This is an optimization exercise on Yosys and OpenROAD, whose aim is small area, not a production implementation. RTL that was checked went through simulation tests only; none was proved equivalent to the original. Function not checked in runs 1 to 3: the RTL went through the layout flow alone. The clock cells of runs 4 to 10 come from the design's own scripts or RTL, not from TritonCTS. The flow treats the clock pin as an ideal source. Dropping or thinning the clock tree relies on that and would not hold on a real chip. Power and IR drop assume default switching activity.

==> flow/design.v <==
module top_level
  (input wire clk, reset,
   input wire [7:0] d,
   output wire servo, pwm,
   output wire [7:0] leds
  );
  reg [2:0] s_hi;
  reg       s_lo31;
  always @(posedge clk, posedge reset)
    if (reset) begin
      s_hi   <= 3'd0;
      s_lo31 <= 1'b0;
    end else begin
      s_hi   <= d[7:5];
      s_lo31 <= &d[4:0];
    end
  genvar i;
  generate
    for (i = 0; i < 8; i = i + 1) begin : g_leds
      assign leds[i] = (s_hi > i) || ((s_hi == i) && s_lo31);
    end
  endgenerate
  reg [5:0] c;
  reg [5:0] q;
  reg [6:0] a;
  reg [4:0] b;
  wire [11:0] ab = {b, a};
  wire c1  = (~c[0] & c[2] & ~c[3] & c[5]);
  wire c2  = (c[0] & ~c[1] & c[3] & ~c[4]);
  wire c3  = (c[1] & ~c[2] & c[4] & ~c[5]);
  wire c48 = (~c[0] & ~c[1] & c[2] & ~c[4] & c[5]);
  wire q1  = (q[0] & ~q[1] & ~q[2] & ~q[4] & q[5]);
  wire q2  = (~q[0] & q[1] & ~q[2] & ~q[3] & ~q[5]);
  wire q7  = (~q[0] & q[2] & ~q[4] & ~q[5]);
  wire q23 = (~q[0] & ~q[1] & ~q[2] & q[3] & ~q[4]);
  wire qx  = (q[0] & ~q[1] & q[3] & ~q[4] & q[5]) | (q[0] & ~q[1] & q[2] & q[3] & q[4] & ~q[5]);
  wire rt   = c1 & q1;                         
  wire fire = c2 & q2 & (ab[0] & ab[1] & ab[2] & ~ab[3] & ~ab[4] & ab[5] & ab[6] & ab[7] & ab[8] & ab[9] & ab[10] & ~ab[11]);
  always @(posedge clk, posedge reset)
    if (reset)
      c <= 6'd51;
    else
      c <= {c[4], c[3], c[2], (c[1] & ~c1), c[0], (c[5] ^ c[0])};
  always @(posedge clk, posedge reset)
    if (reset)
      q <= 6'd52;
    else
      q <= {q[4], q[3], q[2], q[1], q[0], ((q[5] ^ q[0]) & ~q23)};
  always @(posedge clk, posedge reset)
    if (reset) begin
      a <= 7'd116;
      b <= 5'd2;
    end else begin
      a <= {a[5], a[4], a[3], a[2], a[1], a[0], (~(a[6] ^ a[5]) & ~fire)};
      b <= {b[3], (b[2] & ~fire), b[1], b[0], ~(b[4] ^ b[2])};
    end
  reg [1:0] succ;
  reg       servo_reg;
  wire      hit = c48 & ~qx & (d > 8'd75);
  always @(posedge clk, posedge reset)
    if (reset) begin
      succ      <= 2'd0;
      servo_reg <= 1'b0;
    end else if (rt) begin
      succ      <= 2'd0;
      servo_reg <= succ[1] & ~succ[0];
    end else if (hit)
      succ <= {succ[1] | succ[0], ~succ[1]};
  assign servo = servo_reg;
  reg dsel;         
  reg pwm_reg;
  always @(posedge clk)
    if (rt & ~pwm_reg)
      dsel <= servo_reg;
  wire off1 = c3 & q23 & (~ab[1] & ~ab[2] & ab[5]);
  wire off0 = c3 & q7 & (ab[0] & ~ab[4] & ab[9]);
  always @(posedge clk, posedge reset)
    if (reset)
      pwm_reg <= 1'b0;
    else if (fire)
      pwm_reg <= 1'b1;
    else if (dsel ? off1 : off0)
      pwm_reg <= 1'b0;
  assign pwm = pwm_reg;
endmodule
==> flow/flow/run.sh <==
#!/bin/bash
# The standard layout, with two changes:
#  - each port's buffer is a sky130_fd_sc_hd__buf_1 (buffer_ports -buffer_cell)
#  - the clock tree is a single clock buffer between the clock port and all
#    registers (flow/cts_hook.tcl, sourced by ORFS before its CTS command)
set -euo pipefail
export BUFFER_PORTS_ARGS="-buffer_cell sky130_fd_sc_hd__buf_1"
export PRE_CTS_TCL="$PWD/flow/cts_hook.tcl"
bash standard.sh finish > standard_flow.log 2>&1
==> flow/flow/cts_hook.tcl <==
# Sourced by ORFS's cts.tcl just before it runs clock_tree_synthesis: the
# design has few registers, so one clock buffer, placed at the centre of
# the registers it drives, replaces the H-tree.
rename clock_tree_synthesis _orfs_clock_tree_synthesis
proc clock_tree_synthesis { args } {
  set block [ord::get_db_block]
  set n 0; set sx 0; set sy 0
  foreach inst [$block getInsts] {
    if { [[$inst getMaster] isSequential] } {
      set bb [$inst getBBox]
      set sx [expr { $sx + ([$bb xMin] + [$bb xMax]) / 2 }]
      set sy [expr { $sy + ([$bb yMin] + [$bb yMax]) / 2 }]
      incr n
    }
  }
  set dbu [$block getDbUnitsPerMicron]
  set x [expr { double($sx) / $n / $dbu }]
  set y [expr { double($sy) / $n / $dbu }]
  puts "cts_hook: one sky130_fd_sc_hd__clkbuf_16 for $n registers at ($x, $y)"
  insert_buffer -buffer_cell sky130_fd_sc_hd__clkbuf_16 -net clk -location [list $x $y] -buffer_name clkbuf_root -net_name clk_root
  set_propagated_clock [all_clocks]
}
==> flow/standard.sh <==
#!/bin/bash
# synth_recipe.tcl (not shown) runs the flow's synth.tcl, then flattens the netlist and writes it again
# the make line also repeats each setting of config.mk as NAME=value (left out here)
make -C /OpenROAD-flow-scripts/flow DESIGN_CONFIG=/design/flow/config.mk WORK_HOME=/design/flow/orfs CLKGATE_MAP_FILE= SYNTH_SCRIPT=/design/flow/synth_recipe.tcl "${@:-finish}"
==> flow/config.mk <==
export PLATFORM = sky130hd
export DESIGN_NAME = top_level
export DESIGN_NICKNAME = top_level
export VERILOG_FILES = /design/flow/design.v
export SDC_FILE = /design/flow/constraint.sdc
export NUM_CORES = 4
export LEC_CHECK = 0
export CAP_MARGIN = 0
export CORE_MARGIN = 2
export CORE_UTILIZATION = 85
export SLEW_MARGIN = 0
==> flow/constraint.sdc <==
create_clock -name core_clock -period 20.0 [get_ports {clk}]
set_input_delay 4.0000 -clock core_clock [delete_from_list [all_inputs] [get_ports {clk}]]
set_output_delay 4.0000 -clock core_clock [all_outputs]
set_load 0.01 [all_outputs]
==> flow_summary.yaml, run 1 <==
synthesis:
  synthCells: 97
  yosys_register_bits: 33
  yosysSeqAreaShare: 0.674
  ys.flop_type: "dfrtp_1"
  synthTopCellsByArea: "dfrtp_1 (40%), dfstp_2 (25%), nand2_1 (3.3%)"
  synth.distinct_cells: 30
  netlist_area_sq_um: 1250
  ys_warn_count: 1
  postSynth.asyncResetShare: 0.970
  syn_nets: 107
  yosysTopAreaCell: "dfrtp_1"
  syn_area_per_cell_sq_um: 12.9
  synth_top_area_frac: 0.399
  synth-edff-count: 1
floorplanning:
  initial_core_util: 0.941
  rows: 13
  die_w_um: 42.4
  die_h_um: 42.4
run_status:
  status: "stopped before the end"
  firstError: "[ERROR GPL-0301] Utilization 101.558 % exceeds 100%."
  stop_stage: "3_1_place_gp_skip_io"
cells by family after synthesis:
family | Yosys count | synth area share
mux | 2 | 0.0160
compound gates | 12 | 0.0778
flops | 33 | 0.674
xor+xnor | 4 | 0.0279
buf+inv | 1 | 0.00299
simple gates | 45 | 0.201
synthesized netlist by cell type (2+ instances only):
cell type / n
nand4b_1: 3
a21oi_1: 2
nor2_1: 9
or4_1: 2
nor2b_1: 3
dfstp_2: 12
nand2b_1: 4
nand4_1: 2
xnor2_1: 3
and2_1: 4
nand2_1: 11
dfrtp_1: 20
o21ai_0: 2
mux2i_1: 2
nor4_1: 2
a31o_2: 2
==> run 2: changes to the inputs <==
--- a/flow/flow/cts_hook.tcl
+++ b/flow/flow/cts_hook.tcl
@@ -18,4 +18,4 @@
   set y [expr { double($sy) / $n / $dbu }]
-  puts "cts_hook: one sky130_fd_sc_hd__clkbuf_16 for $n registers at ($x, $y)"
-  insert_buffer -buffer_cell sky130_fd_sc_hd__clkbuf_16 -net clk -location [list $x $y] -buffer_name clkbuf_root -net_name clk_root
+  puts "cts_hook: one sky130_fd_sc_hd__buf_12 for $n registers at ($x, $y)"
+  insert_buffer -buffer_cell sky130_fd_sc_hd__buf_12 -net clk -location [list $x $y] -buffer_name clkbuf_root -net_name clk_root
   set_propagated_clock [all_clocks]
--- a/flow/config.mk
+++ b/flow/config.mk
@@ -8,4 +8,5 @@
 export CAP_MARGIN = 0
+export CORE_ASPECT_RATIO = 0.4
 export CORE_MARGIN = 2
-export CORE_UTILIZATION = 85
+export CORE_UTILIZATION = 70
 export SLEW_MARGIN = 0
==> flow_summary.yaml, run 2 <==
run_status:
  status: "stopped before the end"
  stop_stage: "2_4_floorplan_pdn"
  firstError: "[ERROR PDN-0185] Insufficient width (24.48 um) to add straps on layer met5 in grid \"grid\" with total strap width 15.2 um and offset 13.6 um."
synthesis:
  yosysSeqAreaShare: 0.674
  ys_warn_count: 1
  synth-simple-area-share: 0.201
  synth.top_cells.by_count: "dfrtp_1 (20), dfstp_2 (12), nand2_1 (11)"
  ys.flop_type: "dfrtp_1"
  synth_xor_area_frac: 0.0279
  synth-edff-count: 1
  synth.distinct_cells: 30
  synthTopCellsByArea: "dfrtp_1 (40%), dfstp_2 (25%), nand2_1 (3.3%)"
  postSynth.asyncResetShare: 0.970
  yosys_register_bits: 33
  synth_most_common_cell: "dfrtp_1"
  synth_top_area_frac: 0.399
  yosysTopAreaCell: "dfrtp_1"
  synth_compound_gate_area_share: 0.0778
  synth-adder-area-share: 0
  syn_area_per_cell_sq_um: 12.9
  synth_top_family_by_area: "simple AND/OR/NAND/NOR gates"
  synthCells: 97
  syn_nets: 107
  netlist_area_sq_um: 1250
  yosys-mux-area-fraction: 0.0160
floorplanning:
  rows: 9
  die_h_um: 30.8
  initial_core_util: 0.774
  die_w_um: 70.9
==> run 2: kinds of logic after synthesis <==
| kind of cell | Yosys count |
|---|---|
| and+or+nand+nor | 45 |
| DFF | 33 |
| muxes | 2 |
| buffers and inverters | 1 |
| AOI/OAI and AO/OA | 12 |
| xor gates and xnor gates | 4 |
==> run 3: changes to the inputs <==
--- a/flow/config.mk
+++ b/flow/config.mk
@@ -8,3 +8,3 @@
 export CAP_MARGIN = 0
-export CORE_ASPECT_RATIO = 0.4
+export CORE_ASPECT_RATIO = 2.5
 export CORE_MARGIN = 2
==> flow_summary.yaml, run 3 <==
synthesis:
  synthCells: 97
  synth.top_cells.by_count: "dfrtp_1 (20), dfstp_2 (12), nand2_1 (11)"
  postSynth.asyncResetShare: 0.970
  syn_nets: 107
  yosysTopAreaCell: "dfrtp_1"
  synth_top_area_frac: 0.399
  synth-edff-count: 1
  syn_area_per_cell_sq_um: 12.9
  netlist_area_sq_um: 1250
  synth_most_common_cell: "dfrtp_1"
  yosysSeqAreaShare: 0.674
  ys_warn_count: 1
  synthTopCellsByArea: "dfrtp_1 (40%), dfstp_2 (25%), nand2_1 (3.3%)"
  ys.flop_type: "dfrtp_1"
  yosys_register_bits: 33
  synth.distinct_cells: 30
floorplanning:
  rows: 24
  die_w_um: 30.8
  die_h_um: 71.0
  initial_core_util: 0.733
run_status:
  status: "stopped before the end"
  firstError: "[ERROR PDN-0185] Insufficient width (26.22 um) to add straps on layer met4 in grid \"grid\" with total strap width 15.2 um and offset 13.6 um."
  stop_stage: "2_4_floorplan_pdn"
==> run 3: cell counts after synthesis <==
No cell type changed its count.
==> run 3: kinds of logic after synthesis <==
family / count (synthesis) / share of synthesized area
AO/OA/AOI/OAI: 12 / 0.0778
buffers and inverters: 1 / 0.00299
AND/OR/NAND/NOR: 45 / 0.201
XOR/XNOR: 4 / 0.0279
flip-flops: 33 / 0.674
multiplexers: 2 / 0.0160
==> run 4: changes to the inputs <==
--- a/flow/design.v
+++ b/flow/design.v
@@ -31,9 +31,9 @@
   wire c48 = (~c[0] & ~c[1] & c[2] & ~c[4] & c[5]);
-  wire q1  = (q[0] & ~q[1] & ~q[2] & ~q[4] & q[5]);
-  wire q2  = (~q[0] & q[1] & ~q[2] & ~q[3] & ~q[5]);
-  wire q7  = (~q[0] & q[2] & ~q[4] & ~q[5]);
-  wire q23 = (~q[0] & ~q[1] & ~q[2] & q[3] & ~q[4]);
-  wire qx  = (q[0] & ~q[1] & q[3] & ~q[4] & q[5]) | (q[0] & ~q[1] & q[2] & q[3] & q[4] & ~q[5]);
-  wire rt   = c1 & q1;                         
-  wire fire = c2 & q2 & (ab[0] & ab[1] & ab[2] & ~ab[3] & ~ab[4] & ab[5] & ab[6] & ab[7] & ab[8] & ab[9] & ab[10] & ~ab[11]);
+  wire q1  = (~q[0] & ~q[1] & ~q[2] & ~q[3] & ~q[5]);
+  wire q2  = (q[0] & ~q[1] & ~q[2] & ~q[4] & q[5]);
+  wire q7  = (q[0] & ~q[1] & q[2] & q[3] & q[4] & q[5]);
+  wire q23 = (~q[0] & q[1] & q[2] & ~q[3] & ~q[5]);
+  wire qx  = (~q[0] & q[1] & ~q[2] & ~q[3] & ~q[4]) | (~q[0] & ~q[1] & ~q[2] & ~q[3] & q[4]);
+  wire rt   = c1 & q1;
+  wire fire = c2 & q2 & (~ab[0] & ~ab[1] & ~ab[2] & ab[3] & ~ab[4] & ~ab[5] & ab[6] & ab[7] & ~ab[8] & ~ab[9] & ab[10] & ab[11]);
   always @(posedge clk, posedge reset)
@@ -45,12 +45,12 @@
     if (reset)
-      q <= 6'd52;
+      q <= 6'd8;
     else
-      q <= {q[4], q[3], q[2], q[1], q[0], ((q[5] ^ q[0]) & ~q23)};
+      q <= {q[4], q[3], (q[2] | q1), q[1], q[0], (q[5] ^ q[4])};
   always @(posedge clk, posedge reset)
     if (reset) begin
-      a <= 7'd116;
-      b <= 5'd2;
+      a <= 7'd8;
+      b <= 5'd16;
     end else begin
-      a <= {a[5], a[4], a[3], a[2], a[1], a[0], (~(a[6] ^ a[5]) & ~fire)};
-      b <= {b[3], (b[2] & ~fire), b[1], b[0], ~(b[4] ^ b[2])};
+      a <= {a[5], a[4], a[3], (a[2] | fire), a[1], a[0], ~(a[6] ^ a[3])};
+      b <= {b[3], b[2], (b[1] | fire), b[0], ~(b[4] ^ b[1])};
     end
@@ -74,4 +74,4 @@
       dsel <= servo_reg;
-  wire off1 = c3 & q23 & (~ab[1] & ~ab[2] & ab[5]);
-  wire off0 = c3 & q7 & (ab[0] & ~ab[4] & ab[9]);
+  wire off1 = c3 & q23 & (~ab[4] & ~ab[7] & ~ab[10]);
+  wire off0 = c3 & q7 & (~ab[1] & ab[3] & ab[4]);
   always @(posedge clk, posedge reset)
--- a/flow/flow/cts_hook.tcl
+++ b/flow/flow/cts_hook.tcl
@@ -1,3 +1,3 @@
 # Sourced by ORFS's cts.tcl just before it runs clock_tree_synthesis: the
-# design has few registers, so one clock buffer, placed at the centre of
+# design has few registers, so one buffer (buf_12), placed at the centre of
 # the registers it drives, replaces the H-tree.
@@ -18,3 +18,3 @@
   set y [expr { double($sy) / $n / $dbu }]
-  puts "cts_hook: one sky130_fd_sc_hd__buf_12 for $n registers at ($x, $y)"
+  puts "cts_hook: one buf_12 for $n registers at ($x, $y)"
   insert_buffer -buffer_cell sky130_fd_sc_hd__buf_12 -net clk -location [list $x $y] -buffer_name clkbuf_root -net_name clk_root
--- a/flow/config.mk
+++ b/flow/config.mk
@@ -8,5 +8,5 @@
 export CAP_MARGIN = 0
-export CORE_ASPECT_RATIO = 2.5
 export CORE_MARGIN = 2
-export CORE_UTILIZATION = 70
+export CORE_UTILIZATION = 40
+export PLACE_DENSITY = 0.85
 export SLEW_MARGIN = 0
==> flow_summary.yaml, run 4 <==
run_status:
  status: "no timing/DRC/antenna violations"
grt:
  first_global_vias: 801
  grt.total_usage: 0.121
  grt_max_degree: 34
  antenna_found_initial: 0
  grt_pass1_wl_mm: 3.44
  grt_overflow: 0
setup_path:
  rrSetupSlack_ps: 18060
  endpoint_kind: "primary output"
  start_kind: "flip-flop"
  r2r_start: "q[5]"
  cp.arrival_ps: 1050
  r2r_cells: 3
  crit_fanout: 6
  path_class: "flip-flop to primary output"
  worstReg2RegEnd: "dsel"
  required_ps: 16000
timing:
  slew_headroom: 0.250
  tightest_slew_ps: 1120
  drv_slew: 0
  setup_tns_ps: 0
  setup_violations: 0
  fmax_mhz: 198
  hold_viol: 0
  min_period_over_period: 0.253
  rsz0062_at_grt: "false"
  skew_ps: 5.24
  period_needed_ps: 5050
route:
  detail_route.wl_per_cell_um: 14.8
  drt.antenna.violating_nets: 0
  routed-via-count: 795
  drc: 0
  vias_per_cell: 5.45
  first_pass_iters: 4
  drt_iter0_markers: 18
  wirelength_mm: 2.17
floorplanning:
  rows: 20
  core_sq_um: 2980
  die_h_um: 59.3
  die_w_um: 59.3
  ioPinCount: 20
  die-area_sq_um: 3510
  initial_core_util: 0.410
layout:
  regMostFlops: "a"
  final_common_cell: "dfrtp_1"
  synthToLayoutAreaGrowth_pct: 10.5
  reg.largest.list: "a x7, c x6, q x6"
  drive_gt1_frac: 0.124
  diodes: 0
  final_cell_mix: "dfrtp_1 (25), buf_1 (19), nor2_1 (8), nand2_1 (8), dfstp_2 (7)"
  largest_reg_flops: 7
  fin_cells: 146
  nets: 125
synthesis:
  syn_area_per_cell_sq_um: 13.0
  synthTopCellsByArea: "dfrtp_1 (51%), dfstp_2 (15%), edfxtp_1 (2.5%)"
  synth.distinct_cells: 32
  synth.top_cells.by_count: "dfrtp_1 (25), nand2_1 (8), nor2_1 (8)"
  syn_nets: 104
  netlist_area_sq_um: 1220
  ys_warn_count: 1
  yosys_register_bits: 33
  yosysTopAreaCell: "dfrtp_1"
  synth_top_area_frac: 0.512
  ys.flop_type: "dfrtp_1"
  synth-edff-count: 1
  synthCells: 94
  yosysSeqAreaShare: 0.688
  postSynth.asyncResetShare: 0.970
  synth_most_common_cell: "dfrtp_1"
placed_design:
  io_buffers: 19
  hpwl_mm: 1.63
  dp.cells: 145
  routabilityCongestion: 0.830
min_path:
  hold_path.class: "flip-flop to flip-flop"
  hold_start: "b[2]"
  hold_path_depth: 0
  hold_path_end: "b[3]"
flow_run:
  drv_cap: 0
clock_tree:
  post_cts_buffers: 0
  hold_buffers: 0
  clk_pin_slew_worst_paths_ps: 120
  cts_resized: 0
  clock_latency_ps: 150
power:
  p_leak_nw: 0.567
  powerDensity_nw_per_um2: 71.1
  vdd_ir_drop_max_mv: 0.0443
==> run 4: kinds of logic (layout without fill, tap and decap cells) <==
kind of cell / after synthesis / count (layout) / synth area share
AOI/OAI and AO/OA: 11 / 11 / 0.0605
xor gates and xnor gates: 5 / 5 / 0.0359
buffers and inverters: 2 / 21 / 0.00717
DFF: 33 / 33 / 0.688
muxes: 1 / 1 / 0.00820
and+or+nand+nor: 42 / 42 / 0.201
==> run 4: where the power goes <==
group	switching (mW)	leakage [nW]	internal [mW]
Sequential	0.000553	0.386	0.0673
Combinational	0.00274	0.172	0.00133
Clock	0.0157	0.00940	0.00819
==> run 4: critical path, stage by stage, from the launching register on <==
cell and delay [ps]:
dfrtp_1 460, o31a_1 320, buf_1 130
==> run 4: area by class of cell, clock buffers not listed <==
class	count	area [sq um]
fill	267	1630
sequential	33	840
multi-input combinational	59	373
timing repair buffer	19	71.3
tap	33	41.3
inverter	1	3.75
==> run 4: through the flow <==
stage | total power, mW | utilization | area, sq um | hold slack [ps] | worst slack [ps]
floorplan | 0.0714 | - | 1220 | 345 | 14970
global placement | 0.0730 | 0.446 | 1330 | 357 | 14840
detailed placement | 0.0734 | 0.446 | 1330 | 356 | 14790
CTS | 0.0969 | 0.453 | 1350 | 392 | 14940
global route | 0.0990 | 0.453 | 1350 | 395 | 14910
finish | 0.0959 | 0.453 | 1350 | 388 | 14950
==> run 4: worst max-delay path by stage <==
stage	start	end	slack [ps]	cells past startpoint
finish	s_hi[0]	leds[4]	14950	2
detailed placement	d[5]	succ[0]	14790	5
global route	s_hi[0]	leds[4]	14910	2
floorplan	d[3]	succ[0]	14970	4
global placement	d[3]	succ[0]	14840	5
CTS	s_hi[0]	leds[4]	14940	2
==> run 4: routing by layer <==
layer	GRT usage	wire, um	part of all wire	up-vias
met1	0.161	1020	0.47	400
met4	0.00649	0	0	0
li1	-	-	-	377
met5	0	0	0	-
met3	0	50	0.023	0
met2	0.232	1100	0.51	18
==> run 5: changes to the inputs <==
--- a/flow/config.mk
+++ b/flow/config.mk
@@ -10,3 +10,2 @@
 export CORE_UTILIZATION = 40
-export PLACE_DENSITY = 0.85
 export SLEW_MARGIN = 0
==> flow_summary.yaml, run 5 <==
run_status:
  status: "no timing/DRC/antenna violations"
setup_path:
  endpoint_kind: "primary output"
  critPathSlowestCell: "dfrtp_1"
  required_ps: 16000
  crit_fanout: 6
  startpoint: "s_hi[0]"
  cp.arrival_ps: 1030
  path_class: "flip-flop to primary output"
  r2r_start: "q[5]"
  start_kind: "flip-flop"
  r2r_cells: 3
  path_cells: "o31a_1, buf_1"
  max_stage_delay_ps: 450
synthesis:
  ys.flop_type: "dfrtp_1"
  postSynth.asyncResetShare: 0.970
  synthCells: 94
  yosys_register_bits: 33
  syn_nets: 104
  synth_top_area_frac: 0.512
  synth.top_cells.by_count: "dfrtp_1 (25), nand2_1 (8), nor2_1 (8)"
  synth.distinct_cells: 32
  syn_area_per_cell_sq_um: 13.0
  yosysSeqAreaShare: 0.688
  synth_most_common_cell: "dfrtp_1"
  yosysTopAreaCell: "dfrtp_1"
  synth-edff-count: 1
  ys_warn_count: 1
  synthTopCellsByArea: "dfrtp_1 (51%), dfstp_2 (15%), edfxtp_1 (2.5%)"
  netlist_area_sq_um: 1220
layout:
  final_cell_mix: "dfrtp_1 (25), buf_1 (19), nor2_1 (8), nand2_1 (8), dfstp_2 (7)"
  nets: 125
  fin_cells: 146
  largest_reg_flops: 7
  regMostFlops: "a"
  final_common_cell: "dfrtp_1"
  multiInputGateArea_sq_um: 373
  fillers: 276
  seq_area_sq_um: 840
  drive_gt1_frac: 0.124
  synthToLayoutAreaGrowth_pct: 10.5
  diodes: 0
  reg.largest.list: "a x7, c x6, q x6"
timing:
  drv_slew: 0
  rsz0062_at_grt: "false"
  setup_violations: 0
  hold_viol: 0
  slew_headroom: 0.246
  setup_tns_ps: 0
  fmax_mhz: 199
  skew_ps: 4.30
  period_needed_ps: 5030
  min_period_over_period: 0.251
  tightest_slew_ps: 1130
clock_tree:
  clock_latency_ps: 150
  post_cts_buffers: 0
  clk_pin_slew_worst_paths_ps: 120
  cts_resized: 0
  hold_buffers: 0
grt:
  grt_pass1_wl_mm: 3.48
  grt_max_degree: 34
  grt_overflow: 0
  first_global_vias: 754
  grt.total_usage: 0.126
  antenna_found_initial: 0
route:
  drc: 0
  drt_iter0_markers: 42
  routed-via-count: 758
  vias_per_cell: 5.19
  detail_route.wl_per_cell_um: 13.5
  first_pass_iters: 2
  wirelength_mm: 1.96
  drt.antenna.violating_nets: 0
placed_design:
  routabilityCongestion: 0.715
  dp.cells: 145
  hpwl_mm: 1.49
  io_buffers: 19
min_path:
  hold_path.class: "flip-flop to flip-flop"
  hold_start: "a[5]"
  hold_path_depth: 0
floorplanning:
  initial_core_util: 0.410
  core_sq_um: 2980
  die-area_sq_um: 3510
  die_h_um: 59.3
  rows: 20
  ioPinCount: 20
  die_w_um: 59.3
power:
  powerDensity_nw_per_um2: 70.7
  vdd_ir_drop_max_mv: 0.0292
  p_leak_nw: 0.567
flow_run:
  drv_cap: 0
==> run 5: layout make-up, clock buffers not listed <==
cell class	count	area share
Tap cell	33	0.0306
Sequential cell	33	0.622
Timing Repair Buffer	19	0.0529
Multi-Input combinational cell	59	0.276
Inverter	1	0.00278
==> run 5: cells by family (layout without fill, tap and decap cells) <==
group | Yosys count | count (layout) | share of synthesized area
AND/OR/NAND/NOR | 42 | 42 | 0.201
XOR/XNOR | 5 | 5 | 0.0359
buffers and inverters | 2 | 21 | 0.00717
AO/OA/AOI/OAI | 11 | 11 | 0.0605
multiplexers | 1 | 1 | 0.00820
flip-flops | 33 | 33 | 0.688
==> run 5: per-stage QoR <==
stage | setup slack (ps) | hold slack, ps | power (mW) | utilization | cell area, sq um
floorplan | 14970 | 345 | 0.0714 | - | 1220
global placement | 14840 | 359 | 0.0730 | 0.446 | 1330
detailed placement | 14830 | 358 | 0.0732 | 0.446 | 1330
CTS | 14960 | 390 | 0.0963 | 0.453 | 1350
global route | 14900 | 396 | 0.0992 | 0.453 | 1350
finish | 14970 | 385 | 0.0953 | 0.453 | 1350
==> run 5: critical path, delay by kind of cell (launching register included) <==
family / cells / cell delay, ps
DFF: 1 / 450
AOI/OAI and AO/OA: 1 / 310
buffers and inverters: 1 / 130
==> run 5: metal layers <==
metal / routed length [um] / GRT usage / up-vias
li1: - / - / 371
met3: 61 / 0.00655 / 2
met5: 0 / 0 / -
met2: 955 / 0.221 / 11
met4: 16 / 0.00974 / 0
met1: 930 / 0.180 / 374
==> run 5: final timing paths <==
kind	endpoint	slack [ps]
worst max register to register	dsel	18070
max in group asynchronous	a[5]	15230
worst min-delay path	a[6]	380
min in group asynchronous	succ[1]	4100
worst max-delay path	leds[4]	14970
worst min register to register	a[6]	380
==> run 5: where the power goes <==
group / internal (mW) / switching (mW) / total, mW / leakage [nW]
Sequential: 0.0673 / 0.000481 / 0.0678 / 0.386
Combinational: 0.00133 / 0.00263 / 0.00396 / 0.172
Clock: 0.00819 / 0.0153 / 0.0235 / 0.00940
Total: 0.0769 / 0.0184 / 0.0953 / 0.567
==> run 6: changes to the inputs <==
--- a/flow/design.v
+++ b/flow/design.v
@@ -27,6 +27,6 @@
   wire [11:0] ab = {b, a};
-  wire c1  = (~c[0] & c[2] & ~c[3] & c[5]);
-  wire c2  = (c[0] & ~c[1] & c[3] & ~c[4]);
-  wire c3  = (c[1] & ~c[2] & c[4] & ~c[5]);
-  wire c48 = (~c[0] & ~c[1] & c[2] & ~c[4] & c[5]);
+  wire c1  = (~c[0] & c[1] & ~c[3] & c[4]);
+  wire c2  = (~c[1] & c[2] & ~c[4] & c[5]);
+  wire c3  = (c[0] & ~c[2] & c[3] & ~c[5]);
+  wire c48 = (~c[0] & c[1] & c[2] & c[3] & ~c[4]);
   wire q1  = (~q[0] & ~q[1] & ~q[2] & ~q[3] & ~q[5]);
@@ -37,8 +37,8 @@
   wire rt   = c1 & q1;
-  wire fire = c2 & q2 & (~ab[0] & ~ab[1] & ~ab[2] & ab[3] & ~ab[4] & ~ab[5] & ab[6] & ab[7] & ~ab[8] & ~ab[9] & ab[10] & ab[11]);
+  wire fire = c2 & q2 & (ab[0] & ab[1] & ab[2] & ab[3] & ab[4] & ~ab[5] & ~ab[6] & ~ab[7] & ab[8] & ab[9] & ~ab[10] & ab[11]);
   always @(posedge clk, posedge reset)
     if (reset)
-      c <= 6'd51;
+      c <= 6'd59;
     else
-      c <= {c[4], c[3], c[2], (c[1] & ~c1), c[0], (c[5] ^ c[0])};
+      c <= {c[4], c[3], c[2], c[1], c[0], ((c[5] ^ c[4]) | c48)};
   always @(posedge clk, posedge reset)
@@ -50,7 +50,7 @@
     if (reset) begin
-      a <= 7'd8;
-      b <= 5'd16;
+      a <= 7'd102;
+      b <= 5'd6;
     end else begin
-      a <= {a[5], a[4], a[3], (a[2] | fire), a[1], a[0], ~(a[6] ^ a[3])};
-      b <= {b[3], b[2], (b[1] | fire), b[0], ~(b[4] ^ b[1])};
+      a <= {a[5], a[4], a[3], a[2], (a[1] & ~fire), a[0], ~(a[6] ^ a[2])};
+      b <= {b[3], b[2], b[1], (b[0] | fire), ~(b[4] ^ b[1])};
     end
@@ -74,4 +74,4 @@
       dsel <= servo_reg;
-  wire off1 = c3 & q23 & (~ab[4] & ~ab[7] & ~ab[10]);
-  wire off0 = c3 & q7 & (~ab[1] & ab[3] & ab[4]);
+  wire off1 = c3 & q23 & (~ab[4] & ~ab[5] & ~ab[8]);
+  wire off0 = c3 & q7 & (ab[0] & ~ab[1] & ~ab[4]);
   always @(posedge clk, posedge reset)
--- a/flow/config.mk
+++ b/flow/config.mk
@@ -10,2 +10,3 @@
 export CORE_UTILIZATION = 40
+export PLACE_DENSITY = 0.9
 export SLEW_MARGIN = 0
==> flow_summary.yaml, run 6 <==
timing:
  min_period_over_period: 0.251
  slew_headroom: 0.257
  period_needed_ps: 5030
  drv_slew: 0
  tightest_slew_ps: 1110
  setup_violations: 0
  skew_ps: 2.50
  rsz0062_at_grt: "false"
  fmax_mhz: 199
  hold_viol: 0
  setup_tns_ps: 0
grt:
  antenna_found_initial: 0
  grt_pass1_wl_mm: 3.26
  grt_overflow: 0
  grt_max_degree: 34
  grt.total_usage: 0.118
  first_global_vias: 742
power:
  p_seq_frac: 0.713
  power.internal_mw: 0.0769
  p_leak_nw: 0.536
  powerDensity_nw_per_um2: 70.2
  comb_power_share: 0.043
  vdd_ir_drop_max_mv: 0.0430
  p_clk_frac: 0.245
  switching_power_mw: 0.0183
  power.total_mw: 0.0953
  p_sw_frac: 0.193
route:
  drt_iter0_markers: 24
  drc: 0
  vias_per_cell: 5.37
  wirelength_mm: 1.99
  first_pass_iters: 4
  detail_route.wl_per_cell_um: 13.7
  routed-via-count: 779
  drt.antenna.violating_nets: 0
synthesis:
  ys_warn_count: 1
  synth-edff-count: 1
  synth.distinct_cells: 31
  yosysSeqAreaShare: 0.691
  yosysTopAreaCell: "dfrtp_1"
  synth_top_area_frac: 0.409
  netlist_area_sq_um: 1220
  ys.flop_type: "dfrtp_1"
  syn_nets: 102
  synth_most_common_cell: "dfrtp_1"
  yosys_register_bits: 33
  syn_area_per_cell_sq_um: 13.3
  synth.top_cells.by_count: "dfrtp_1 (20), dfstp_2 (12), nand2_1 (10)"
  postSynth.asyncResetShare: 0.970
  synthTopCellsByArea: "dfrtp_1 (41%), dfstp_2 (26%), nand2_1 (3.1%)"
  synthCells: 92
setup_path:
  cp.arrival_ps: 1030
  r2r_cells: 4
  start_kind: "flip-flop"
  critPathSlowestCell: "dfrtp_1"
  max_stage_delay_ps: 440
  rrSetupSlack_ps: 18490
  critical_path_buf_inv_count: 1
  crit_fanout: 6
  endpoint_kind: "primary output"
  cp_top_family: "flip-flops"
  worstReg2RegEnd: "succ[0]"
  path_cells: "o31a_1, buf_1"
  path_class: "flip-flop to primary output"
  required_ps: 16000
  r2r_start: "c[1]"
placed_design:
  hpwl_mm: 1.49
  routabilityCongestion: 0.788
  dp.cells: 144
  io_buffers: 19
clock_tree:
  cts_resized: 0
  clock_latency_ps: 140
  hold_buffers: 0
  clk_pin_slew_worst_paths_ps: 110
  post_cts_buffers: 0
layout:
  diodes: 0
  final_common_cell: "dfrtp_1"
  regMostFlops: "a"
  largest_reg_flops: 7
  drive_gt1_frac: 0.152
  nets: 124
  final_util: 0.455
  final_cell_mix: "dfrtp_1 (20), buf_1 (19), dfstp_2 (12), nand2_1 (10), nor2_1 (7)"
  fin_cells: 145
  reg.largest.list: "a x7, c x6, q x6"
  synthToLayoutAreaGrowth_pct: 10.8
floorplanning:
  ioPinCount: 20
  die_h_um: 59.3
  core_sq_um: 2980
  die-area_sq_um: 3520
  initial_core_util: 0.411
  die_w_um: 59.3
  rows: 20
min_path:
  hold_path_depth: 0
  hold_path_end: "c[1]"
  hold_path.class: "flip-flop to flip-flop"
  hold_start: "c[0]"
run_status:
  status: "no timing/DRC/antenna violations"
flow_run:
  drv_cap: 0
## run 6: area by class of cell, clock buffers not listed
| cell class | count | area [sq um] |
|---|---|---|
| tap | 33 | 41.3 |
| inverter | 1 | 3.75 |
| multi-input combinational | 58 | 374 |
| fill | 297 | 1620 |
| sequential | 33 | 846 |
| timing repair buffer | 19 | 71.3 |
## run 6: per-layer routing
| metal | global-route usage | wire [um] | part of all wire | up-vias |
|---|---|---|---|---|
| li1 | - | - | - | 367 |
| met5 | 0 | 0 | 0 | - |
| met3 | 0.00655 | 88 | 0.044 | 0 |
| met2 | 0.214 | 940 | 0.47 | 24 |
| met1 | 0.164 | 956 | 0.48 | 388 |
| met4 | 0.00325 | 0 | 0 | 0 |
## run 6: cell families (layout without fill, tap and decap cells)
logic type | count (synthesis) | count (layout) | share of synthesized area
AO/OA/AOI/OAI | 11 | 11 | 0.0644
XOR/XNOR | 5 | 5 | 0.0358
multiplexers | 1 | 1 | 0.00818
AND/OR/NAND/NOR | 41 | 41 | 0.197
buffers and inverters | 1 | 21 | 0.00306
flip-flops | 33 | 33 | 0.691
## run 6: worst max-delay path by stage
stage | start | to | slack, ps | cells past startpoint
2_1_floorplan | d[3] | succ[1] | 15240 | 4
3_3_place_gp | reset | a[3] | 15070 | 2
3_5_place_dp | reset | a[4] | 14970 | 2
4_1_cts | s_hi[0] | leds[4] | 14970 | 2
5_1_grt | s_hi[0] | leds[4] | 14930 | 2
6_report | s_hi[0] | leds[4] | 14970 | 2
## run 6: through the flow
step / hold WS (ps) / cell area (sq um) / setup slack, ps
3_3_place_gp: 358 / 1340 / 15070
5_1_grt: 396 / 1360 / 14930
6_report: 383 / 1360 / 14970
2_1_floorplan: 347 / 1220 / 15240
4_1_cts: 386 / 1360 / 14970
3_5_place_dp: 363 / 1340 / 14970
## run 6: power by group through the flow
stage	logic [mW]	registers [mW]	clock network, mW
2_1_floorplan	0.00245	0.0690	0
3_3_place_gp	0.00392	0.0690	0
3_5_place_dp	0.00416	0.0691	0
4_1_cts	0.00418	0.0679	0.0242
5_1_grt	0.00459	0.0680	0.0262
6_report	0.00406	0.0679	0.0233
==> run 7: changes to the inputs <==
--- a/flow/config.mk
+++ b/flow/config.mk
@@ -10,3 +10,3 @@
 export CORE_UTILIZATION = 40
-export PLACE_DENSITY = 0.9
+export PLACE_DENSITY = 0.7
 export SLEW_MARGIN = 0
==> flow_summary.yaml, run 7 <==
flow_run:
  drv_cap: 0
power:
  p_sw_frac: 0.197
  powerDensity_nw_per_um2: 70.4
  switching_power_mw: 0.0189
  comb_power_share: 0.044
  power.internal_mw: 0.0771
  p_seq_frac: 0.708
  p_clk_frac: 0.249
  vdd_ir_drop_max_mv: 0.0432
  p_leak_nw: 0.541
route:
  first_pass_iters: 4
  detail_route.wl_per_cell_um: 14.3
  wirelength_mm: 2.08
  drc: 0
  vias_per_cell: 5.34
  drt.antenna.violating_nets: 0
  drt_iter0_markers: 10
  routed-via-count: 780
synthesis:
  syn_area_per_cell_sq_um: 13.3
  yosysSeqAreaShare: 0.691
  synth.top_cells.by_count: "dfrtp_1 (20), dfstp_2 (12), nand2_1 (10)"
  netlist_area_sq_um: 1220
  yosysTopAreaCell: "dfrtp_1"
  ys.flop_type: "dfrtp_1"
  synth_most_common_cell: "dfrtp_1"
  postSynth.asyncResetShare: 0.970
  synth_top_area_frac: 0.409
  ys_warn_count: 1
  synth.distinct_cells: 31
  syn_nets: 102
  synthTopCellsByArea: "dfrtp_1 (41%), dfstp_2 (26%), nand2_1 (3.1%)"
  synthCells: 92
  yosys_register_bits: 33
  synth-edff-count: 1
setup_path:
  r2r_start: "q[5]"
  r2r_cells: 3
  endpoint_kind: "primary output"
  cp.arrival_ps: 1040
  rrSetupSlack_ps: 18470
  path_class: "flip-flop to primary output"
  crit_fanout: 6
  worstReg2RegEnd: "dsel"
  start_kind: "flip-flop"
  required_ps: 16000
placed_design:
  placed_area_sq_um: 1340
  hpwl_mm: 1.59
  routabilityCongestion: 0.699
  io_buffers: 19
  post-place-ws_ps: 15070
layout:
  largest_reg_flops: 7
  final_common_cell: "dfrtp_1"
  final_cell_area_sq_um: 1360
  final_cell_mix: "dfrtp_1 (20), buf_1 (19), dfstp_2 (12), nand2_1 (10), nor2_1 (7)"
  regMostFlops: "a"
  diodes: 0
  synthToLayoutAreaGrowth_pct: 11.5
  drive_gt1_frac: 0.159
  nets: 125
  reg.largest.list: "a x7, c x6, q x6"
min_path:
  hold_path_depth: 0
  hold_start: "c[0]"
  hold_path_end: "c[1]"
  hold_path.class: "flip-flop to flip-flop"
floorplanning:
  die-area_sq_um: 3520
  ioPinCount: 20
  rows: 20
  initial_core_util: 0.411
  die_h_um: 59.3
  core_sq_um: 2980
  die_w_um: 59.3
timing:
  slew_headroom: 0.722
  fmax_mhz: 198
  drv_slew: 0
  min_period_over_period: 0.252
  tightest_slew_ps: 414
  period_needed_ps: 5040
  rsz0062_at_grt: "false"
  setup_violations: 0
  setup_tns_ps: 0
  hold_viol: 0
  fin_ws_ps: 14960
  skew_ps: 6.48
clock_tree:
  clock_latency_ps: 150
  post_cts_buffers: 0
  hold_buffers: 0
  cts_resized: 0
  clk_pin_slew_worst_paths_ps: 120
grt:
  grt_max_degree: 34
  grt_overflow: 0
  grt.total_usage: 0.125
  grt_pass1_wl_mm: 3.47
  antenna_found_initial: 0
  first_global_vias: 783
run_status:
  status: "no timing/DRC/antenna violations"
-- run 7: routing by layer --
layer / global-route usage / vias up / wire length, um
met5: 0 / - / 0
met2: 0.239 / 17 / 1110
met4: 0.00325 / 0 / 0
li1: - / 368 / -
met3: 0.00655 / 0 / 81
met1: 0.164 / 395 / 891
-- run 7: how the worst max path moves through the flow --
stage	slack, ps	endpoint	start	cells after the start
CTS	14970	leds[4]	s_hi[0]	2
floorplan	15240	succ[1]	d[3]	4
global placement	15110	succ[1]	d[3]	5
detailed placement	15070	succ[1]	d[3]	5
global route	14930	leds[4]	s_hi[0]	2
finish	14960	leds[4]	s_hi[0]	2
-- run 7: stage by stage --
stage	utilization	std cells	power, mW	hold WS (ps)
after floorplan	-	92	0.0714	347
after global placement	0.451	145	0.0732	356
after detailed placement	0.451	145	0.0734	360
after CTS	0.458	146	0.0967	389
after global routing	0.458	146	0.100	398
final	0.458	146	0.0960	389
-- run 7: worst max-delay path, stage by stage (launching register included) --
cell	delay [ps]
dfrtp_1	460
o31a_1	310
buf_1	120
-- run 7: cell families (layout without fill, tap and decap cells) --
group | Yosys count | in the layout | share of synthesized area
buffers and inverters | 1 | 22 | 0.00306
xor gates and xnor gates | 5 | 5 | 0.0358
AOI/OAI and AO/OA | 11 | 11 | 0.0644
DFF | 33 | 33 | 0.691
muxes | 1 | 1 | 0.00818
and+or+nand+nor | 41 | 41 | 0.197
-- run 7: area by class of cell, clock buffers not listed --
| cell class | instances | area, sq um |
|---|---|---|
| Fill cell | 283 | 1610 |
| Inverter | 1 | 3.75 |
| Tap cell | 33 | 41.3 |
| Sequential cell | 33 | 846 |
| Timing Repair Buffer | 20 | 78.8 |
| Multi-Input combinational cell | 58 | 374 |
-- run 7: power by group through the flow --
stage	Combinational [mW]	Clock, mW	Sequential, mW
after floorplan	0.00245	0	0.0690
after global routing	0.00483	0.0274	0.0680
after global placement	0.00419	0	0.0690
final	0.00419	0.0238	0.0679
after CTS	0.00433	0.0245	0.0679
after detailed placement	0.00432	0	0.0691
==> run 8: changes to the inputs <==
--- a/flow/config.mk
+++ b/flow/config.mk
@@ -10,3 +10,2 @@
 export CORE_UTILIZATION = 40
-export PLACE_DENSITY = 0.7
 export SLEW_MARGIN = 0
==> flow_summary.yaml, run 8 <==
grt:
  first_global_vias: 733
  grt_max_degree: 34
  antenna_found_initial: 0
  grt_overflow: 0
  grt_pass1_wl_mm: 3.36
  grt.total_usage: 0.122
power:
  power.internal_mw: 0.0770
  power.total_mw: 0.0949
  powerDensity_nw_per_um2: 69.6
  vdd_ir_drop_max_mv: 0.0360
  p_clk_frac: 0.241
  comb_power_share: 0.044
  p_leak_nw: 0.541
  switching_power_mw: 0.0179
  p_seq_frac: 0.715
  p_sw_frac: 0.189
timing:
  hold_ws_ps: 381
  min_period_over_period: 0.250
  setup_tns_ps: 0
  setup_violations: 0
  slew_headroom: 0.689
  rsz0062_at_grt: "false"
  drv_slew: 0
  fmax_mhz: 200
  hold_viol: 0
  period_needed_ps: 5010
  fin_ws_ps: 14990
  tightest_slew_ps: 462
  skew_ps: 7.12
route:
  detail_route.wl_per_cell_um: 13.2
  routed-via-count: 749
  vias_per_cell: 5.13
  drt_iter0_markers: 31
  wirelength_mm: 1.92
  first_pass_iters: 4
  drt.antenna.violating_nets: 0
  drc: 0
floorplanning:
  ioPinCount: 20
  die_h_um: 59.3
  initial_core_util: 0.411
  die-area_sq_um: 3520
  die_w_um: 59.3
  rows: 20
  core_sq_um: 2980
setup_path:
  endpoint_kind: "primary output"
  critPathSlowestCell: "dfrtp_1"
  path_cells: "o31a_1, buf_1"
  rrSetupSlack_ps: 18470
  cp.arrival_ps: 1010
  r2r_start: "a[2]"
  path_class: "flip-flop to primary output"
  start_kind: "flip-flop"
  required_ps: 16000
  r2r_cells: 4
  crit_fanout: 6
  worstReg2RegEnd: "b[1]"
  cp_top_family: "flip-flops"
  critical_path_buf_inv_count: 1
  max_stage_delay_ps: 440
  crit_cells: 2
layout:
  largest_reg_flops: 7
  regMostFlops: "a"
  reg.largest.list: "a x7, c x6, q x6"
  fillers: 276
  final_common_cell: "dfrtp_1"
  diodes: 0
  nets: 125
  drive_gt1_frac: 0.159
  seq_area_sq_um: 846
  synthToLayoutAreaGrowth_pct: 11.5
  multiInputGateArea_sq_um: 374
  fin_cells: 146
  final_cell_mix: "dfrtp_1 (20), buf_1 (19), dfstp_2 (12), nand2_1 (10), nor2_1 (7)"
synthesis:
  synthTopCellsByArea: "dfrtp_1 (41%), dfstp_2 (26%), nand2_1 (3.1%)"
  syn_area_per_cell_sq_um: 13.3
  yosysTopAreaCell: "dfrtp_1"
  yosys_register_bits: 33
  synth_top_area_frac: 0.409
  syn_nets: 102
  synth_most_common_cell: "dfrtp_1"
  synth.distinct_cells: 31
  synth.top_cells.by_count: "dfrtp_1 (20), dfstp_2 (12), nand2_1 (10)"
  ys_warn_count: 1
  yosysSeqAreaShare: 0.691
  synthCells: 92
  ys.flop_type: "dfrtp_1"
  synth-edff-count: 1
  netlist_area_sq_um: 1220
  postSynth.asyncResetShare: 0.970
clock_tree:
  clk_pin_slew_worst_paths_ps: 110
  hold_buffers: 0
  clock_latency_ps: 140
  post_cts_buffers: 0
  cts_resized: 0
min_path:
  hold_path.class: "flip-flop to flip-flop"
  hold_start: "c[0]"
  hold_path_depth: 0
  hold_path_end: "c[1]"
placed_design:
  io_buffers: 19
  routabilityCongestion: 0.756
  hpwl_mm: 1.46
  dp.cells: 145
  post-place-ws_ps: 15090
run_status:
  status: "no timing/DRC/antenna violations"
flow_run:
  drv_cap: 0
## run 8: cell counts after synthesis
No cell type changed its count.
## run 8: final cells by class, clock buffers not listed
class | count | share of cell area
inverters | 1 | 0.00275
multi-input cells | 58 | 0.274
flip-flops and latches | 33 | 0.620
well taps | 33 | 0.0303
repair buffers | 20 | 0.0578
## run 8: worst max path at each step
stage | startpoint | end | slack (ps)
after floorplan | d[3] | succ[1] | 15240
after global placement | d[3] | succ[1] | 15090
after detailed placement | d[3] | succ[1] | 15090
after CTS | s_hi[0] | leds[4] | 14980
after global routing | s_hi[0] | leds[4] | 14920
final | s_hi[0] | leds[4] | 14990
## run 8: worst reg2reg max path: cells and delay by family, from the launching register on
| family | cells | cell delay (ps) |
|---|---|---|
| AND/OR/NAND/NOR | 4 | 910 |
| flip-flops | 1 | 570 |
## run 8: power by group through the flow
stage / registers [mW] / logic, mW / clock network [mW]
after detailed placement: 0.0691 / 0.00433 / 0
after global routing: 0.0680 / 0.00484 / 0.0268
after floorplan: 0.0690 / 0.00245 / 0
after CTS: 0.0679 / 0.00434 / 0.0244
after global placement: 0.0690 / 0.00418 / 0
final: 0.0679 / 0.00420 / 0.0229
## run 8: cell families (layout without fill, tap and decap cells)
logic type / Yosys count / count (layout) / synth area share
simple gates: 41 / 41 / 0.197
flops: 33 / 33 / 0.691
compound gates: 11 / 11 / 0.0644
xor+xnor: 5 / 5 / 0.0358
mux: 1 / 1 / 0.00818
buf+inv: 1 / 22 / 0.00306
## run 8: per-stage QoR
stage | utilization | area [sq um]
detailed placement | 0.451 | 1340
CTS | 0.458 | 1360
global route | 0.458 | 1360
floorplan | - | 1220
finish | 0.458 | 1360
global placement | 0.451 | 1340
## run 8: routing by layer
layer | up-vias | routed length (um) | GRT usage
met4 | 0 | 24 | 0.0130
met3 | 2 | 39 | 0.00873
met5 | - | 0 | 0
met2 | 8 | 908 | 0.204
met1 | 369 | 951 | 0.179
li1 | 370 | - | -
==> run 9: changes to the inputs <==
--- a/flow/design.v
+++ b/flow/design.v
@@ -32,3 +32,3 @@
   wire q1  = (~q[0] & ~q[1] & ~q[2] & ~q[3] & ~q[5]);
-  wire q2  = (q[0] & ~q[1] & ~q[2] & ~q[4] & q[5]);
+  wire q2  = (q[0] & ~q[1] & ~q[2] & ~q[3] & q[5]);
   wire q7  = (q[0] & ~q[1] & q[2] & q[3] & q[4] & q[5]);
@@ -37,3 +37,3 @@
   wire rt   = c1 & q1;
-  wire fire = c2 & q2 & (ab[0] & ab[1] & ab[2] & ab[3] & ab[4] & ~ab[5] & ~ab[6] & ~ab[7] & ab[8] & ab[9] & ~ab[10] & ab[11]);
+  wire fire = c2 & q2 & (ab[0] & ~ab[1] & ab[2] & ~ab[3] & ab[4] & ab[5] & ab[6] & ~ab[7] & ab[8] & ~ab[9] & ~ab[10] & ab[11]);
   always @(posedge clk, posedge reset)
@@ -47,10 +47,10 @@
     else
-      q <= {q[4], q[3], (q[2] | q1), q[1], q[0], (q[5] ^ q[4])};
+      q <= {q[4], (q[3] | q2), q[2], q[1], q[0], (q[5] ^ q[4])};
   always @(posedge clk, posedge reset)
     if (reset) begin
-      a <= 7'd102;
-      b <= 5'd6;
+      a <= 7'd24;
+      b <= 5'd0;
     end else begin
-      a <= {a[5], a[4], a[3], a[2], (a[1] & ~fire), a[0], ~(a[6] ^ a[2])};
-      b <= {b[3], b[2], b[1], (b[0] | fire), ~(b[4] ^ b[1])};
+      a <= {a[5], (a[4] & ~fire), a[3], a[2], a[1], a[0], ~(a[6] ^ a[5])};
+      b <= {b[3], (b[2] | fire), b[1], b[0], ~(b[4] ^ b[1])};
     end
@@ -74,4 +74,4 @@
       dsel <= servo_reg;
-  wire off1 = c3 & q23 & (~ab[4] & ~ab[5] & ~ab[8]);
-  wire off0 = c3 & q7 & (ab[0] & ~ab[1] & ~ab[4]);
+  wire off1 = c3 & q23 & (~ab[2] & ~ab[6] & ~ab[11]);
+  wire off0 = c3 & q7 & (~ab[3] & ab[5] & ~ab[9]);
   always @(posedge clk, posedge reset)
--- a/flow/config.mk
+++ b/flow/config.mk
@@ -10,2 +10,3 @@
 export CORE_UTILIZATION = 40
+export PLACE_DENSITY = 0.9
 export SLEW_MARGIN = 0
==> flow_summary.yaml, run 9 <==
timing:
  hold_viol: 0
  period_needed_ps: 5030
  setup_tns_ps: 0
  rsz0062_at_grt: "false"
  tightest_slew_ps: 1110
  drv_slew: 0
  skew_ps: 4.71
  hold_ws_ps: 378
  slew_headroom: 0.258
  setup_violations: 0
  min_period_over_period: 0.251
  fin_ws_ps: 14970
  fmax_mhz: 199
route:
  drt_iter0_markers: 13
  routed-via-count: 801
  vias_per_cell: 5.49
  first_pass_iters: 4
  detail_route.wl_per_cell_um: 14.6
  wirelength_mm: 2.14
  drt.antenna.violating_nets: 0
  drc: 0
grt:
  first_global_vias: 834
  grt_pass1_wl_mm: 3.79
  grt_max_degree: 34
  grt.total_usage: 0.136
  grt_overflow: 0
  antenna_found_initial: 0
setup_path:
  required_ps: 16000
  start_kind: "flip-flop"
  max_stage_delay_ps: 450
  path_cells: "o31a_1, buf_1"
  critPathSlowestCell: "dfrtp_1"
  cp.arrival_ps: 1030
  critical_path_buf_inv_count: 1
  endpoint_kind: "primary output"
  path_class: "flip-flop to primary output"
  crit_fanout: 6
  cp_top_family: "flip-flops"
synthesis:
  synth-edff-count: 1
  synthCells: 93
  synth_top_area_frac: 0.492
  synth.distinct_cells: 30
  syn_nets: 103
  postSynth.asyncResetShare: 0.970
  synth_most_common_cell: "dfrtp_1"
  netlist_area_sq_um: 1220
  yosysTopAreaCell: "dfrtp_1"
  synth.top_cells.by_count: "dfrtp_1 (24), nand2_1 (11), dfstp_2 (8), nor2_1 (8), xnor2_1 (4)"
  synthTopCellsByArea: "dfrtp_1 (49%), dfstp_2 (17%), nand2_1 (3.4%)"
  yosysSeqAreaShare: 0.689
  ys.flop_type: "dfrtp_1"
  yosys_register_bits: 33
  syn_area_per_cell_sq_um: 13.1
  ys_warn_count: 1
floorplanning:
  core_sq_um: 2980
  die_h_um: 59.3
  die-area_sq_um: 3510
  rows: 20
  die_w_um: 59.3
  ioPinCount: 20
  initial_core_util: 0.410
min_path:
  hold_path.class: "flip-flop to flip-flop"
layout:
  final_common_cell: "dfrtp_1"
  regMostFlops: "a"
  final_cell_mix: "dfrtp_1 (24), buf_1 (19), nand2_1 (11), nor2_1 (8), dfstp_2 (8)"
  final_util: 0.455
  reg.largest.list: "a x7, c x6, q x6"
  synthToLayoutAreaGrowth_pct: 10.9
  largest_reg_flops: 7
  diodes: 0
  drive_gt1_frac: 0.0973
  nets: 125
placed_design:
  post-place-ws_ps: 14980
  hpwl_mm: 1.66
  routabilityCongestion: 0.903
  io_buffers: 19
run_status:
  status: "no timing/DRC/antenna violations"
flow_run:
  drv_cap: 0
power:
  powerDensity_nw_per_um2: 69.9
  vdd_ir_drop_max_mv: 0.0413
  p_leak_nw: 0.552
clock_tree:
  post_cts_buffers: 0
  clk_pin_slew_worst_paths_ps: 110
  cts_resized: 0
  hold_buffers: 0
  clock_latency_ps: 140
## run 9: path summary, 6_finish.rpt
kind	startpoint	to	slack (ps)	depth (start not counted)
max in group asynchronous	reset	q[2]	15240	2
worst max register to register	q[1]	a[5]	18080	4
worst min-delay path	a[3]	a[4]	380	0
worst max-delay path	s_hi[0]	leds[4]	14970	2
worst min register to register	a[3]	a[4]	380	0
min in group asynchronous	reset	servo_reg	4100	2
## run 9: routing by layer
layer / global-route usage / up-vias / part of all wire
met5: 0 / - / 0
met4: 0.0260 / 0 / 0.026
met3: 0.00437 / 5 / 0.029
met2: 0.248 / 26 / 0.51
met1: 0.183 / 395 / 0.44
li1: - / 375 / -
## run 9: cell families after synthesis
logic type             share of synthesized area
XOR/XNOR                                  0.0359
multiplexers                             0.00820
AO/OA/AOI/OAI                             0.0666
flip-flops                                 0.689
buffers and inverters                    0.00307
AND/OR/NAND/NOR                            0.198
## run 9: layout make-up, clock buffers not listed
type	count	area, sq um
fill	271	1620
inverter	1	3.75
multi-input combinational	59	377
sequential	33	841
tap	33	41.3
timing repair buffer	19	71.3
## run 9: report_power, final
group	leakage (nW)	switching [mW]	internal, mW
logic	0.151	0.00274	0.00133
clock network	0.00940	0.0145	0.00818
registers	0.392	0.000493	0.0673
## run 9: metrics by stage
step / instances / instance area [sq um] / total power, mW
after floorplan: 93 / 1220 / 0.0714
after global placement: 145 / 1330 / 0.0729
after detailed placement: 145 / 1330 / 0.0733
after CTS: 146 / 1350 / 0.0959
after global routing: 146 / 1350 / 0.0981
final: 146 / 1350 / 0.0946
==> run 10: changes to the inputs <==
--- a/flow/design.v
+++ b/flow/design.v
@@ -32,3 +32,3 @@
   wire q1  = (~q[0] & ~q[1] & ~q[2] & ~q[3] & ~q[5]);
-  wire q2  = (q[0] & ~q[1] & ~q[2] & ~q[3] & q[5]);
+  wire q2  = (q[0] & ~q[1] & ~q[2] & ~q[4] & q[5]);
   wire q7  = (q[0] & ~q[1] & q[2] & q[3] & q[4] & q[5]);
@@ -37,3 +37,3 @@
   wire rt   = c1 & q1;
-  wire fire = c2 & q2 & (ab[0] & ~ab[1] & ab[2] & ~ab[3] & ab[4] & ab[5] & ab[6] & ~ab[7] & ab[8] & ~ab[9] & ~ab[10] & ab[11]);
+  wire fire = c2 & q2 & (ab[0] & ~ab[1] & ~ab[2] & ab[3] & ab[4] & ab[5] & ~ab[6] & ab[7] & ab[8] & ~ab[9] & ab[10] & ~ab[11]);
   always @(posedge clk, posedge reset)
@@ -47,10 +47,10 @@
     else
-      q <= {q[4], (q[3] | q2), q[2], q[1], q[0], (q[5] ^ q[4])};
+      q <= {q[4], q[3], (q[2] | q1), q[1], q[0], (q[5] ^ q[4])};
   always @(posedge clk, posedge reset)
     if (reset) begin
-      a <= 7'd24;
-      b <= 5'd0;
+      a <= 7'd54;
+      b <= 5'd3;
     end else begin
-      a <= {a[5], (a[4] & ~fire), a[3], a[2], a[1], a[0], ~(a[6] ^ a[5])};
-      b <= {b[3], (b[2] | fire), b[1], b[0], ~(b[4] ^ b[1])};
+      a <= {a[5], a[4], a[3], a[2], a[1], a[0], (~(a[6] ^ a[0]) | fire)};
+      b <= {b[3], b[2], b[1], b[0], (~(b[4] ^ b[1]) | fire)};
     end
@@ -74,4 +74,4 @@
       dsel <= servo_reg;
-  wire off1 = c3 & q23 & (~ab[2] & ~ab[6] & ~ab[11]);
-  wire off0 = c3 & q7 & (~ab[3] & ab[5] & ~ab[9]);
+  wire off1 = c3 & q23 & (ab[0] & ~ab[3] & ~ab[4]);
+  wire off0 = c3 & q7 & (ab[1] & ~ab[3] & ab[6]);
   always @(posedge clk, posedge reset)
--- a/flow/config.mk
+++ b/flow/config.mk
@@ -8,4 +8,4 @@
 export CAP_MARGIN = 0
-export CORE_MARGIN = 2
-export CORE_UTILIZATION = 40
+export CORE_AREA = 2.5 2.5 63.5 63.5
+export DIE_AREA = 0 0 66 66
 export PLACE_DENSITY = 0.9
==> flow_summary.yaml, run 10 <==
layout:
  regMostFlops: "a"
  fillers: 339
  reg.largest.list: "a x7, c x6, q x6"
  diodes: 0
  synthToLayoutAreaGrowth_pct: 13.2
  drive_gt1_frac: 0.142
  final_cell_mix: "dfrtp_1 (20), buf_1 (19), nand2_1 (12), dfstp_2 (12), nor2_1 (7)"
  final_common_cell: "dfrtp_1"
  largest_reg_flops: 7
  final_util: 0.376
  nets: 125
timing:
  period_needed_ps: 5030
  drv_slew: 0
  setup_tns_ps: 0
  slew_headroom: 0.756
  min_period_over_period: 0.252
  hold_viol: 0
  skew_ps: 8.99
  setup_violations: 0
  tightest_slew_ps: 367
  rsz0062_at_grt: "false"
  fin_ws_ps: 14970
  fmax_mhz: 199
route:
  drc: 0
  wirelength_mm: 1.89
  vias_per_cell: 4.76
  drt_iter0_markers: 54
  first_pass_iters: 6
  routed-via-count: 766
  detail_route.wl_per_cell_um: 11.7
  drt.antenna.violating_nets: 0
synthesis:
  ys_warn_count: 1
  synthCells: 92
  yosysTopAreaCell: "dfrtp_1"
  synth_xor_area_frac: 0.0363
  synthTopCellsByArea: "dfrtp_1 (41%), dfstp_2 (26%), nand2_1 (3.7%)"
  synth_top_area_frac: 0.415
  yosysSeqAreaShare: 0.701
  netlist_area_sq_um: 1210
  synth_top_family_by_area: "simple AND/OR/NAND/NOR gates"
  postSynth.asyncResetShare: 0.970
  synth_compound_gate_area_share: 0.0529
  yosys-mux-area-fraction: 0.00830
  ys.flop_type: "dfrtp_1"
  synth.distinct_cells: 29
  synth_most_common_cell: "dfrtp_1"
  syn_nets: 102
  synth.top_cells.by_count: "dfrtp_1 (20), dfstp_2 (12), nand2_1 (12)"
  synth-simple-area-share: 0.198
  synth-adder-area-share: 0
  synth-edff-count: 1
  yosys_register_bits: 33
  syn_area_per_cell_sq_um: 13.1
power:
  powerDensity_nw_per_um2: 69.4
  power.internal_mw: 0.0770
  comb_power_share: 0.043
  vdd_ir_drop_max_mv: 0.0371
  p_seq_frac: 0.717
  p_clk_frac: 0.240
  switching_power_mw: 0.0177
  p_sw_frac: 0.186
  p_leak_nw: 0.540
  power.total_mw: 0.0947
setup_path:
  path_class: "flip-flop to primary output"
  crit_fanout: 6
  cp.arrival_ps: 1030
  r2r_cells: 4
  r2r_start: "q[2]"
  required_ps: 16000
  rrSetupSlack_ps: 18370
  endpoint_kind: "primary output"
  start_kind: "flip-flop"
  worstReg2RegEnd: "a[0]"
min_path:
  hold_path_depth: 0
  hold_path.class: "flip-flop to flip-flop"
  hold_path_end: "b[1]"
  hold_start: "b[0]"
floorplanning:
  die_h_um: 66
  ioPinCount: 20
  core_sq_um: 3630
  initial_core_util: 0.332
  rows: 22
  die-area_sq_um: 4360
  die_w_um: 66
grt:
  grt.total_usage: 0.0905
  first_global_vias: 718
  grt_max_degree: 34
  antenna_found_initial: 0
  grt_pass1_wl_mm: 3.24
  grt_overflow: 0
run_status:
  status: "no timing/DRC/antenna violations"
flow_run:
  drv_cap: 0
clock_tree:
  hold_buffers: 0
  clock_latency_ps: 140
  clk_pin_slew_worst_paths_ps: 110
  cts_resized: 0
  post_cts_buffers: 0
placed_design:
  post-place-ws_ps: 15110
  io_buffers: 19
  hpwl_mm: 1.40
  routabilityCongestion: 0.776
-- run 10: changes by cell type after synthesis, sizes merged, moves of 2 or more --
cell    previous run  this run
nor4bb             2         0
nand3              1         3
dfstp              8        12
xnor2              4         2
nor4b              3         1
xor2               1         3
dfrtp             24        20
-- run 10: power groups by stage --
stage	Clock [mW]	Sequential (mW)	Combinational, mW
finish	0.0227	0.0679	0.00411
floorplan	0	0.0690	0.00245
global route	0.0263	0.0680	0.00472
global placement	0	0.0691	0.00413
CTS	0.0236	0.0679	0.00421
detailed placement	0	0.0691	0.00421
-- run 10: stage by stage --
stage	hold WS (ps)	area, sq um	instances
finish	379	1370	161
global route	382	1370	161
CTS	379	1370	161
detailed placement	362	1350	160
global placement	359	1350	160
floorplan	346	1210	92
-- run 10: worst max path at each step --
stage / start / endpoint / slack (ps) / cells past startpoint
6_report: s_hi[0] / leds[4] / 14970 / 2
3_5_place_dp: d[3] / succ[1] / 15110 / 5
4_1_cts: s_hi[0] / leds[4] / 14970 / 2
3_3_place_gp: d[3] / succ[1] / 15120 / 5
2_1_floorplan: d[3] / succ[1] / 15240 / 4
5_1_grt: s_hi[0] / leds[4] / 14910 / 2
-- run 10: worst max-delay path: stages (launching register included) --
cell and delay, ps:
dfrtp_1 450, o31a_1 310, buf_1 130
-- run 10: layout make-up, clock buffers not listed --
cell class / count / area [sq um] / area share
sequential: 33 / 846 / 0.620
multi-input combinational: 58 / 357 / 0.261
timing repair buffer: 20 / 78.8 / 0.0577
inverter: 1 / 3.75 / 0.00275
tap: 48 / 60.1 / 0.0440
-- run 10: per-layer routing --
layer	GRT usage	share of wire	up-vias	wire length, um
li1	-	-	367	-
met1	0.120	0.46	378	875
met2	0.167	0.48	19	901
met3	0.00852	0.050	2	95
met4	0.00765	0.0069	0	13
met5	0	0	-	0
-- run 10: kinds of logic after synthesis --
logic type | count (synthesis)
and+or+nand+nor | 43
DFF | 33
AOI/OAI and AO/OA | 9
xor gates and xnor gates | 5
muxes | 1
buffers and inverters | 1

[port drivers added, routing unchanged]
No port has a modelled driver above. Below, the same layouts with a new extraction and two added sets of constraints.
Step 1: set_driving_cell puts a clkbuf_16 on clk and a buf_2 on each other input, an assumption about the parent block.
Step 2 also shifts input and output timing later by t, the mid clock arrival at the registers, as if the neighbouring blocks saw the same clock.
Slacks: ideal ports / drivers / drivers and shift; pairs: ideal ports / drivers.
run | t (ns) | setup slack, ns | worst data-port slew with drivers (ns) | cell pins on the clock port's net
run 4 | 0.171 | 14.947 / 14.922 / 14.807 | 0.03 | 1
run 5 | 0.173 | 14.973 / 14.943 / 14.829 | 0.03 | 1
run 6 | 0.170 | 14.974 / 14.946 / 15.062 | 0.03 | 1
run 7 | 0.173 | 14.960 / 14.932 / 15.082 | 0.04 | 1
run 8 | 0.174 | 14.995 / 14.961 / 15.091 | 0.03 | 1
run 9 | 0.171 | 14.970 / 14.938 / 15.039 | 0.04 | 1
run 10 | 0.172 | 14.968 / 14.936 / 15.109 | 0.03 | 1
After both steps every run listed still meets setup and hold. The setup slack of run 5, which loses most, moves by -0.030 ns with the drivers and by -0.144 ns with both steps.
